Source: an optimization exercise on an open RTL-to-GDS flow (aim: a short achievable clock period). Production flows keep margins and buffers that such runs may drop.
In this exercise RTL edits were held to simulation tests only and were not proved equivalent to the original.
No activity file was given, so power comes from the tool's default toggle rates.

--- flow/run.sh ---
#!/bin/bash
# synth_recipe.tcl (not shown) runs the flow's synth.tcl, then flattens the netlist and writes it again
# the make line also repeats each setting of config.mk as NAME=value (left out here)
make -C /OpenROAD-flow-scripts/flow DESIGN_CONFIG=/design/flow/config.mk WORK_HOME=/design/flow/orfs CLKGATE_MAP_FILE= SYNTH_SCRIPT=/design/flow/synth_recipe.tcl finish
--- flow/config.mk ---
export PLATFORM = sky130hd
export DESIGN_NAME = LEGLiteSingle
export DESIGN_NICKNAME = LEGLiteSingle
export VERILOG_FILES = /design/flow/design.v
export SDC_FILE = /design/flow/constraint.sdc
export NUM_CORES = 4
export LEC_CHECK = 0
export CAP_MARGIN = 20
export CORE_MARGIN = 2
export CORE_UTILIZATION = 40
export SETUP_SLACK_MARGIN = 2.0
export SLEW_MARGIN = 20
--- flow/constraint.sdc ---
create_clock -name core_clock -period 8.5 [get_ports {clock}]
set_input_delay 1.7000 -clock core_clock [delete_from_list [all_inputs] [get_ports {clock}]]
set_output_delay 1.7000 -clock core_clock [all_outputs]
set_load 0.01 [all_outputs]
--- flow/design.v ---
module RegFile(
     output logic [15:0] rdata1,   
     output logic [15:0] rdata2,   
     input logic clock,		
     input logic [15:0] wdata,    
     input logic [2:0] waddr,    
     input logic [2:0] raddr1,   
     input logic [2:0] raddr2,   
     input logic write     
     );			
reg [15:0] regcell[0:7];		 
always_ff @(posedge clock) 
     if (write==1) regcell[waddr]<=wdata;
always_comb
     begin
     if (raddr1 == 7) 	rdata1 = 0;
     else rdata1 = regcell[raddr1];
     end
always_comb
     begin
     if (raddr2 == 7) 	rdata2 = 0;
     else rdata2 = regcell[raddr2];
     end
endmodule
module ALU(
     output logic [15:0] result,  
     output logic zero_result,  
     input logic [15:0] indata0,      
     input logic [15:0] indata1,      
     input logic [2:0] select        
     );		
always_comb
	case(select)
	0: result = indata0 + indata1;
	1: result = indata0 - indata1;
	2: result = indata0;
	3: result = indata0 | indata1;
	4: result = indata0 & indata1;
	default: result = 0;
	endcase
always_comb  
	if (result == 0) 	zero_result = 1;
	else 			  	zero_result = 0;
endmodule
module MUX2(
     output logic [15:0] result,    
     input logic [15:0] indata0,   
     input logic [15:0] indata1,   
     input logic select     
     );	
always_comb
	case(select)
	0: result = indata0;
	1: result = indata1;
	endcase
endmodule
module Control(
     output logic reg2loc,
     output logic uncondbranch,
     output logic branch,
     output logic memread,
     output logic memtoreg,
     output logic [2:0] alu_select,
     output logic memwrite,
     output logic alusrc,
     output logic regwrite,
     input logic [3:0] opcode
     );
always_comb
	case(opcode)
	0:	 
		begin
		reg2loc = 0;		 
		uncondbranch = 0;	 
		branch = 0;   		 
		memread = 0;  		 
		memtoreg = 0;		 
		alu_select = 0; 	 
		memwrite = 0; 		 
		alusrc = 0; 		 
		regwrite = 1;		 
		end
	1:	 
		begin
		reg2loc = 0;		 
		uncondbranch = 0;	 
		branch = 0;   		 
		memread = 0;  		 
		memtoreg = 0;		 
		alu_select = 1; 	 
		memwrite = 0; 		 
		alusrc = 0; 		 
		regwrite = 1;		 
		end
	4:	 
		begin
		reg2loc = 1;		 
		uncondbranch = 1;	 
		branch = 1;   		 
		memread = 0;  		 
		memtoreg = 0;		 
		alu_select = 0; 	 
		memwrite = 0; 		 
		alusrc = 0; 		 
		regwrite = 0;		 
		end
	5:	 
		begin
		reg2loc = 1;		 
		uncondbranch = 0;	 
		branch = 0;   		 
		memread = 1;  		 
		memtoreg = 1;		 
		alu_select = 0; 	 
		memwrite = 0; 		 
		alusrc = 1; 		 
		regwrite = 1;		 
		end
	6:	 
		begin
		reg2loc = 1;		 
		uncondbranch = 0;	 
		branch = 0;   		 
		memread = 0;  		 
		memtoreg = 0;		 
		alu_select = 0; 	 
		memwrite = 1; 		 
		alusrc = 1; 		 
		regwrite = 0;		 
		end
	7:	 
		begin
		reg2loc = 1;		 
		uncondbranch = 0;	 
		branch = 1;   		 
		memread = 0;  		 
		memtoreg = 0;		 
		alu_select = 2; 	 
		memwrite = 0; 		 
		alusrc = 1; 		 
		regwrite = 0;		 
		end
	8:	 
		begin
		reg2loc = 0;		 
		uncondbranch = 0;	 
		branch = 0;   		 
		memread = 0;  		 
		memtoreg = 0;		 
		alu_select = 0; 	 
		memwrite = 0; 		 
		alusrc = 1; 		 
		regwrite = 1;		 
		end
	9:	 
		begin
		reg2loc = 0;		 
		uncondbranch = 0;	 
		branch = 0;   		 
		memread = 0;  		 
		memtoreg = 0;		 
		alu_select = 4; 	 
		memwrite = 0; 		 
		alusrc = 1; 		 
		regwrite = 1;		 
		end
	10:	 
		begin
		reg2loc = 0;		 
		uncondbranch = 0;	 
		branch = 0;   		 
		memread = 0;  		 
		memtoreg = 0;		 
		alu_select = 1; 	 
		memwrite = 0; 		 
		alusrc = 1; 		 
		regwrite = 1;		 
		end
	default:
		begin
		reg2loc = 0;
		uncondbranch = 0;
		branch = 0;   
		memread = 0;   
		memtoreg = 0;  
		alu_select = 0; 
		memwrite = 0; 
		alusrc = 0;    
		regwrite = 0;
		end
	endcase
endmodule
module PCLogic(
     output logic [15:0] pc,   
     input logic clock,  
     input logic [15:0] signext,	 
     input logic uncondbranch,
     input logic branch,	
     input logic alu_zero,	
     input logic reset	
     );
always_ff @(posedge clock)
	begin
	if (reset==1) 
		pc <= 0;
    else if(branch == 1 && alu_zero ==1) 
		pc <= pc + (signext << 1) ;
   	else if( uncondbranch == 1) 
		pc <= pc + (signext << 1) ;
	else 
		pc <= pc+2;  
	end
endmodule
module LEGLiteSingle(
	iaddr,		 
	daddr,		 
	dwrite,		 
	dread,		 
	dwdata,		 
	alu_out,	 
	clock,
	idata,		 
	ddata,		 
	reset,
	probe
	);
output [15:0] iaddr; 	 
output [15:0] daddr;	 
output dwrite;			 
output dread;			 
output [15:0] dwdata;	 
output [15:0] alu_out;	 
input clock;			 
input [15:0] idata; 	 
input [15:0] ddata;		 
input reset;
output [15:0] probe;
wire reg2loc;
wire uncondbranch;
wire branch;
wire memtoreg;
wire [2:0] alu_selec;
wire alusrc;
wire regwrite;
wire [15:0] rdata1;
wire [15:0] rdata2;
wire [15:0] readReg1;
wire [15:0] readReg2;
wire [15:0] writeDataReg;
wire [15:0] ALU_input2;
wire  mainALU_z_out;
assign alu_out = daddr;
wire [15:0] signextension;
assign signextension = {{10{idata[11]}}, idata[11:6]};
assign probe = signextension;
assign dwdata = rdata2;
Control legv8_control(
	reg2loc, 
	uncondbranch, 
	branch, 
	dread, 
	memtoreg, 
	alu_selec, 
	dwrite, 
	alusrc , 
	regwrite, 
	{idata [15:12]}
	);
RegFile legv8_register(
	rdata1, 
	rdata2, 
	clock, 
	writeDataReg, 
	{idata [2:0]}, 
	{idata [5:3]},  
	readReg2[2:0], 		 
	regwrite
	);
MUX2 reg2loc_mux(
	readReg2, 
	{{13'b0},idata [11:9]}, 
	{{13'b0},idata [2:0]}, 
	reg2loc
	);
MUX2 alusrc_mux(
	ALU_input2, 
	rdata2, 
	signextension, 
	alusrc
	);
MUX2 memtoreg_mux(
	writeDataReg,
	daddr,
  	ddata,
	memtoreg
	);
ALU legv8_mainALU(
	daddr,
	mainALU_z_out,
	rdata1,
	ALU_input2,
	alu_selec
	);
PCLogic legv8_pclogic(
	iaddr,
	clock,
	signextension,
	uncondbranch,
	branch,
	mainALU_z_out,
	reset
	);
endmodule
==> flow_metrics.py <==
metrics = {
    "synthesis": {
        "ys_seq_area_share_pct": 39.3,
        "synth_cell_types": 91,
        "syn_inst": 954,
        "synth_top_area_share_pct": 36.3,
        "yosysMostFrequentCell": "edfxtp_1",
        "ys_seq_elements": 136,
        "synth_enable_flop_cells": 121,
        "synth_ff_type": "edfxtp_1",
        "synthTopCellsByCount": "edfxtp_1, nand2_1, nor2_1",
        "synth.avg_cell_area_um2": 10.5,
        "yosys_warnings": 5,
        "synthTopCellsByArea": "edfxtp_1, mux4_2, ha_1",
        "synth_fp_nets": 1029,
        "synth_top_area_cell": "edfxtp_1",
        "synthArstFlopShare_pct": 0,
        "syn_area_um2": 10000,
    },
    "sta": {
        "rsz0062_at_grt": "true",
        "skew_ps": 14.7,
        "hold_slack_ps": 637,
        "fin_crit_ps": 7970,
        "tns_ps": 0,
        "fmax_mhz": 125,
        "setup_slack_ps": 527,
        "finalHoldViolCount": 0,
        "worstMarginPinSlew_ps": 1070,
        "fin_crit_sh_pct": 93.8,
        "slew_viol_final": 0,
        "setup_violations": 0,
        "slew_headroom_pct": 28.1,
    },
    "clock_network": {
        "cts_root_buf": "clkbuf_16",
        "holdBufCountCts": 0,
        "numCtsBuffers": 17,
        "h-tree-depth": 4,
        "clockBufferDepth": 2,
        "cts.sinks": 136,
        "clk_latency_ps": 440,
        "cts_tree": "built",
        "cts.reportedPaths.clkPinSlew_ps": 70,
    },
    "global_routing": {
        "grt_use_total_pct": 27.1,
        "gr-total-overflow": 0,
        "antenna_found_initial": 0,
        "grt_max_degree": 28,
        "grt_pass1_wl_mm": 53.4,
        "grt_pass1_vias": 9083,
    },
    "worst_setup_path": {
        "path_class": "primary input to primary output",
        "critPathArrivalTime_ps": 6270,
        "crit_path_max_fanout": 5,
        "worst_ep_required_time_ps": 6800,
        "cp-end-kind": "primary output",
        "startpoint_type": "primary input",
    },
    "placed_design": {
        "place_congestion": 0.924,
        "dpl.hpwl_mm": 25.6,
        "io_buffers": 114,
        "pre_cts_ws_ps": -371,
        "placed_cell_area_um2": 12400,
    },
    "detailed_routing": {
        "num_vias": 9168,
        "drt_iter0_drc": 760,
        "wl_per_cell_um": 22.7,
        "dr.pass1.iters": 7,
        "routed_wl_mm": 35.9,
        "drc": 0,
        "ant_nets": 0,
        "avgViaCountPerCell": 5.81,
    },
    "die": {
        "die_h_um": 162,
        "dieArea_um2": 26300,
        "start_util_pct": 40.9,
        "core_area_um2": 24500,
        "rows": 57,
        "ioPinCount": 116,
        "die_w_um": 162,
    },
    "power_and_ir_drop": {
        "power.share.sequential_pct": 25.9,
        "switching_share_pct": 36.9,
        "power-per-cell-area_nw_per_um2": 237,
        "p_sw_mw": 1.26,
        "intPower_mw": 2.16,
        "peakVddDrop_mv": 0.171,
        "clkPwrFrac_pct": 21.2,
        "combPwrFrac_pct": 52.9,
        "p_leak_nw": 5.69,
    },
    "finish": {
        "drive_gt1_share_pct": 40.6,
        "area_growth_pct": 44.3,
        "finalNetCount": 1316,
        "fin_area_um2": 14400,
        "final_util_pct": 59.0,
        "fillers": 2002,
    },
    "outcome": {
        "status": "complete, no violations",
    },
    "min_path": {
        "hp-class": "flop to flop",
    },
    "job": {
        "max_cap_violations": 0,
    },
}
==> power by group through the flow <==
stage,clock network [mW],registers [mW],logic [mW]
global placement,0,0.898,1.34
CTS,0.729,0.885,1.61
detailed placement,0,0.899,1.35
global route,0.755,0.890,1.91
finish,0.724,0.886,1.81
floorplan,0,0.894,0.778
==> sequential cells by signal, indices dropped and copies added (netlist names) <==
signal / flops
legv8_pclogic.pc: 15
legv8_register.regcell: 121
==> path summary, 6_finish.rpt <==
| path | from | to | slack [ps] | cells after the start |
|---|---|---|---|---|
| min reg2reg | legv8_pclogic.pc[13]$_SDFF_PP0_ | legv8_pclogic.pc[13]$_SDFF_PP0_ | 640 | 2 |
| min | legv8_pclogic.pc[13]$_SDFF_PP0_ | legv8_pclogic.pc[13]$_SDFF_PP0_ | 640 | 2 |
| max | idata[15] | alu_out[15] | 530 | 27 |
| max reg2reg | legv8_register.regcell[0][1]$_DFFE_PP_ | legv8_pclogic.pc[7]$_SDFF_PP0_ | 3210 | 33 |
==> through the flow <==
step                total power [mW]  cells
floorplan                       1.67    954
global placement                2.24   1474
detailed placement              2.25   1474
CTS                             3.22   1557
global route                    3.55   1578
finish                          3.42   1579
==> timing repair <==
action,CTS,global route
resized for setup,270,67
cloned,2,0
setup buffers,49,21
pin swaps,74,51
setup endpoints to repair,69,52
==> kinds of logic after synthesis <==
logic type / count (synthesis) / share of synthesized area (%)
adder cells (fa/ha/maj): 41 / 5.28
multiplexers: 94 / 13.1
AO/OA/AOI/OAI: 250 / 17.4
flip-flops: 136 / 39.3
buffers and inverters: 110 / 6.91
XOR/XNOR: 46 / 4.03
other: 1 / 0.0375
AND/OR/NAND/NOR: 276 / 14.0
==> final cells by class <==
class	instances	area, um^2	share of cell area [%]
Inverter	28	108	0.745
Clock inverter	14	139	0.962
Clock buffer	18	429	2.97
Multi-Input combinational cell	709	6310	43.7
Timing Repair Buffer	349	3110	21.5
Antenna cell	1	2.50	0.0173
Sequential cell	136	3930	27.3
Tap cell	324	405	2.81
==> worst max-delay path, cell delays in order <==
cell and delay, ps:
buf_8 100, and3b_2 260, buf_6 110, a21oi_4 40
buf_12 140, buf_6 110, buf_6 120, a211oi_4 170
o21ai_2 100, a31oi_2 220, ha_2 230, buf_4 110
buf_6 90, nor2_2 40, xor2_1 180, ha_1 310
o21a_1 180, o31a_1 110, o31a_1 320, o311a_1 330
a31oi_2 200, o311a_1 250, or2_1 170, o311ai_4 100
nor3b_4 370, inv_4 80, buf_6 130
==> metal layers <==
layer  track usage (%)  part of all wire (%)  up-vias
li1                  -                     -     4202
met1              35.9                    43     4481
met2              43.5                    47      415
met3              5.80                   7.2       70
met4              10.3                   3.0        0
met5                 0                     0        -
==> placed cells by master (no fill, tap or decap), types with 24 or more instances in the layout <==
master	Yosys	layout
clkdlybuf4s50_1	0	72
nand2_1	74	70
xor2_1	27	26
nor2_1	73	64
mux2i_1	48	43
a211oi_1	33	24
edfxtp_1	121	121
buf_4	35	190
mux4_2	25	25
buf_6	10	51
a21oi_1	51	38
ha_1	39	32
inv_1	28	25

## afterwards: timing with drivers on the ports
The results above use ideal ports. As a check the final layout listed here was re-extracted and re-timed, cells and wires unchanged.
Step 1 assumes that a clkbuf_16 drives the clock port and a buf_2 every other input.
Step 2 moves the port delays by t, midway between the first and last clock arrival at a register: inputs arrive t later, outputs are due t later. That takes back most of the time a late clock gives input paths.
a / b / c = no drivers / after step 1 / after step 2; a / b = the first two.
t, ns: 0.477
slack for setup (ns): 0.527 / 0.472 / 0.472
worst setup path at the end: input to output
clock arrival spread, ns: 0.015 / 0.014
worst slew at a driven data input, ns: 0.07
After both steps this run still meets setup and hold. The setup slack of this run moves by -0.055 ns with the drivers and by -0.055 ns with both steps.
